Source: an optimization exercise on an open RTL-to-GDS flow (aim: small area and few clock cycles per item). Production flows keep margins and buffers that such runs may drop. In this exercise RTL edits were held to simulation tests only and were not proved equivalent to the original. No activity file was given, so power comes from the tool's default toggle rates.

==> module subc_divide, before the edit <==
module subc_divide(
    input  logic         clk,
    input  logic         rst,
    input  logic         invalid,
    output logic         inready,
    input  logic [31:0]  a,
    input  logic [31:0]  b,
    input  logic [5:0]   nbits,
    input  logic         outready,
    output logic         outvalid,
    output logic [31:0]  z
);
    localparam int K  = 2;
    localparam int MS = (32 + K - 1) / K;      
    localparam int QW = K * MS;                
    localparam int DW = 1;                     
    localparam int CW = 5;                     
    logic [31:0]   b_r;       
    logic [31:0]   r_r;       
    logic [QW-1:0] q_r;       
    logic [DW-1:0] d_r;       
    logic [CW-1:0] cnt;       
    logic          busy;      
    logic          ov;        
    assign inready  = ~busy & (~ov | outready);
    assign outvalid = ov;
    assign z        = 32'(q_r >> d_r);
    wire acc = invalid & inready;
    function automatic logic [32:0] step(input logic [31:0] ri, input logic [31:0] bi);
        logic [31:0] t, p, g, c, gg, pp, gn, pn;
        logic        qb;
        t  = {ri[30:0], 1'b0};
        p  = t ^ ~bi;
        g  = t & ~bi;
        gg = {g[31:1], g[0] | p[0]};        
        pp = p;
        for (int l = 0; l < 5; l++) begin
            gn = gg;
            pn = pp;
            for (int i = 0; i < 32; i++)
                if (((i >> l) & 1) == 1) begin
                    gn[i] = gg[i] | (pp[i] & gg[((i >> l) << l) - 1]);
                    pn[i] = pp[i] & pp[((i >> l) << l) - 1];
                end
            gg = gn;
            pp = pn;
        end
        c  = {gg[30:0], 1'b1};              
        qb = ri[31] | gg[31];
        step = {qb, qb ? (p ^ c) : t};
    endfunction
    logic [31:0]  rs [0:K];
    logic [K-1:0] qb;
    wire  [31:0]  bs = busy ? b_r : b;
    assign rs[0] = busy ? r_r : a;
    for (genvar i = 0; i < K; i++) begin : g_step
        wire [32:0] st = step(rs[i], bs);
        assign qb[K-1-i] = st[32];
        assign rs[i+1]   = st[31:0];
    end
    logic [CW-1:0] m_in;
    logic [DW-1:0] d_in;
    always_comb begin
        m_in = '0;
        d_in = '0;
        for (int i = 0; i <= 32; i++)
            if (nbits == 6'(i)) begin
                m_in = CW'((i + K - 1) / K);
                d_in = DW'(K * ((i + K - 1) / K) - i);
            end
    end
    always_ff @(posedge clk) begin
        r_r <= rs[K];
        b_r <= bs;
        if (acc)
            d_r <= d_in;
        if (acc)
            q_r <= (nbits == 6'd0) ? '0 : QW'(qb);
        else if (busy)
            q_r <= {q_r[QW-1-K:0], qb};
        if (~busy)
            cnt <= m_in - CW'(1);
        else
            cnt <= cnt - CW'(1);
    end
    always_ff @(posedge clk) begin
        if (rst) begin
            busy <= 1'b0;
            ov   <= 1'b0;
        end else if (busy) begin
            if (cnt == CW'(1)) begin
                busy <= 1'b0;
                ov   <= 1'b1;
            end
        end else if (acc) begin
            busy <= (m_in > CW'(1));
            ov   <= (m_in <= CW'(1));
        end else if (outready) begin
            ov   <= 1'b0;
        end
    end
endmodule
export LEC_CHECK = 0
export CAP_MARGIN = 20
export CORE_MARGIN = 2
export CORE_UTILIZATION = 60
export CTS_BUF_LIST = sky130_fd_sc_hd__clkbuf_4 sky130_fd_sc_hd__clkbuf_8
export SLEW_MARGIN = 20
create_clock -name core_clock -period 8.0 [get_ports {clk}]
standard.sh (not shown) runs the stock make flow with config.mk's settings and CLKGATE_MAP_FILE= SYNTH_SCRIPT=/design/flow/synth_recipe.tcl, a recipe that flattens the netlist after the stock synthesis.
==> flow/flow/run.sh <==
#!/bin/bash
# The standard layout, with the port buffers made of the smallest buffer cell
# (buf_1) instead of the delay buffer buffer_ports picks by default. Every
# input and output port still gets its own buffer.
set -euo pipefail
export BUFFER_PORTS_ARGS="-buffer_cell sky130_fd_sc_hd__buf_1"
bash standard.sh finish > standard_flow.log 2>&1
The starting point went through all stages and came out clean.
Testbench counts at the start, summed over its fixed seeds: cycles 27,628, items 3,200.
Rerun with:
--- a/flow/design.v
+++ b/flow/design.v
@@ -17,7 +17,7 @@
     localparam int DW = 1;                     
     localparam int CW = 5;                     
     logic [31:0]   b_r;       
-    logic [31:0]   r_r;       
+    logic [32:0]   n_r;       
     logic [QW-1:0] q_r;       
     logic [DW-1:0] d_r;       
     logic [CW-1:0] cnt;       
@@ -27,18 +27,20 @@
     assign outvalid = ov;
     assign z        = 32'(q_r >> d_r);
     wire acc = invalid & inready;
-    function automatic logic [32:0] step(input logic [31:0] ri, input logic [31:0] bi);
-        logic [31:0] t, p, g, c, gg, pp, gn, pn;
-        logic        qb;
-        t  = {ri[30:0], 1'b0};
-        p  = t ^ ~bi;
-        g  = t & ~bi;
-        gg = {g[31:1], g[0] | p[0]};        
-        pp = p;
-        for (int l = 0; l < 5; l++) begin
+    function automatic logic [33:0] step(input logic [32:0] ni, input logic [31:0] bi);
+        logic [32:0] t, x, p, g, c, gg, pp, gn, pn, s;
+        logic        neg;
+        neg = ni[32];
+        t   = {ni[31:0], 1'b0};
+        x   = neg ? {1'b0, bi} : ~{1'b0, bi};
+        p   = t ^ x;
+        g   = t & x;
+        gg  = {g[32:1], g[0] | (p[0] & ~neg)};    
+        pp  = p;
+        for (int l = 0; l < 6; l++) begin
             gn = gg;
             pn = pp;
-            for (int i = 0; i < 32; i++)
+            for (int i = 0; i < 33; i++)
                 if (((i >> l) & 1) == 1) begin
                     gn[i] = gg[i] | (pp[i] & gg[((i >> l) << l) - 1]);
                     pn[i] = pp[i] & pp[((i >> l) << l) - 1];
@@ -46,18 +48,18 @@
             gg = gn;
             pp = pn;
         end
-        c  = {gg[30:0], 1'b1};              
-        qb = ri[31] | gg[31];
-        step = {qb, qb ? (p ^ c) : t};
+        c   = {gg[31:0], ~neg};                    
+        s   = p ^ c;
+        step = {~s[32], s};
     endfunction
-    logic [31:0]  rs [0:K];
+    logic [32:0]  rs [0:K];
     logic [K-1:0] qb;
     wire  [31:0]  bs = busy ? b_r : b;
-    assign rs[0] = busy ? r_r : a;
+    assign rs[0] = busy ? n_r : {1'b0, a};
     for (genvar i = 0; i < K; i++) begin : g_step
-        wire [32:0] st = step(rs[i], bs);
-        assign qb[K-1-i] = st[32];
-        assign rs[i+1]   = st[31:0];
+        wire [33:0] st = step(rs[i], bs);
+        assign qb[K-1-i] = st[33];
+        assign rs[i+1]   = st[32:0];
     end
     logic [CW-1:0] m_in;
     logic [DW-1:0] d_in;
@@ -71,7 +73,7 @@
             end
     end
     always_ff @(posedge clk) begin
-        r_r <= rs[K];
+        n_r <= rs[K];
         b_r <= bs;
         if (acc)
             d_r <= d_in;
After rerunning: Critical path depth does not change; power came out higher by about 33%; core utilization came out lower by 0.51 points; final area came out lower by about 1.2%; combinational power came out higher by 51%; fmax came out higher by 7.9%; non-clock buffer count came out lower by 3; wire length came out lower by about 6.4%; count of clock-buffer cells in the layout came out lower by 1; first-iteration DRC count came out lower by about 13%; die area barely changes.
Testbench counts after the change, summed over its fixed seeds: cycles 27,628, items 3,200.

what the ideal ports hide:
No port has a modelled driver above. Below, the same layouts with a new extraction and two added sets of constraints. Step 1 assumes that a clkbuf_16 drives the clock port and a buf_2 every other input. Step 2, shift: input delay + t, output delay - t, t = (earliest + latest rising clock arrival at the registers) / 2. This alone moves slack from input paths to output paths. Slacks: ideal ports / drivers / drivers and shift; pairs: ideal ports / drivers.
run | t, ns | slack for setup (ns) | worst slew at a driven data input, ns | cell pins on the clock port's net
the first run | 0.423 | 0.676 / 0.689 / 0.266 | 0.06 | 1
the second run | 0.425 | 1.211 / 1.211 / 0.920 | 0.06 | 1
After both steps setup and hold are still met in every run listed. The setup slack of the first run, which loses most, moves by +0.013 ns with the drivers and by -0.410 ns with both steps.
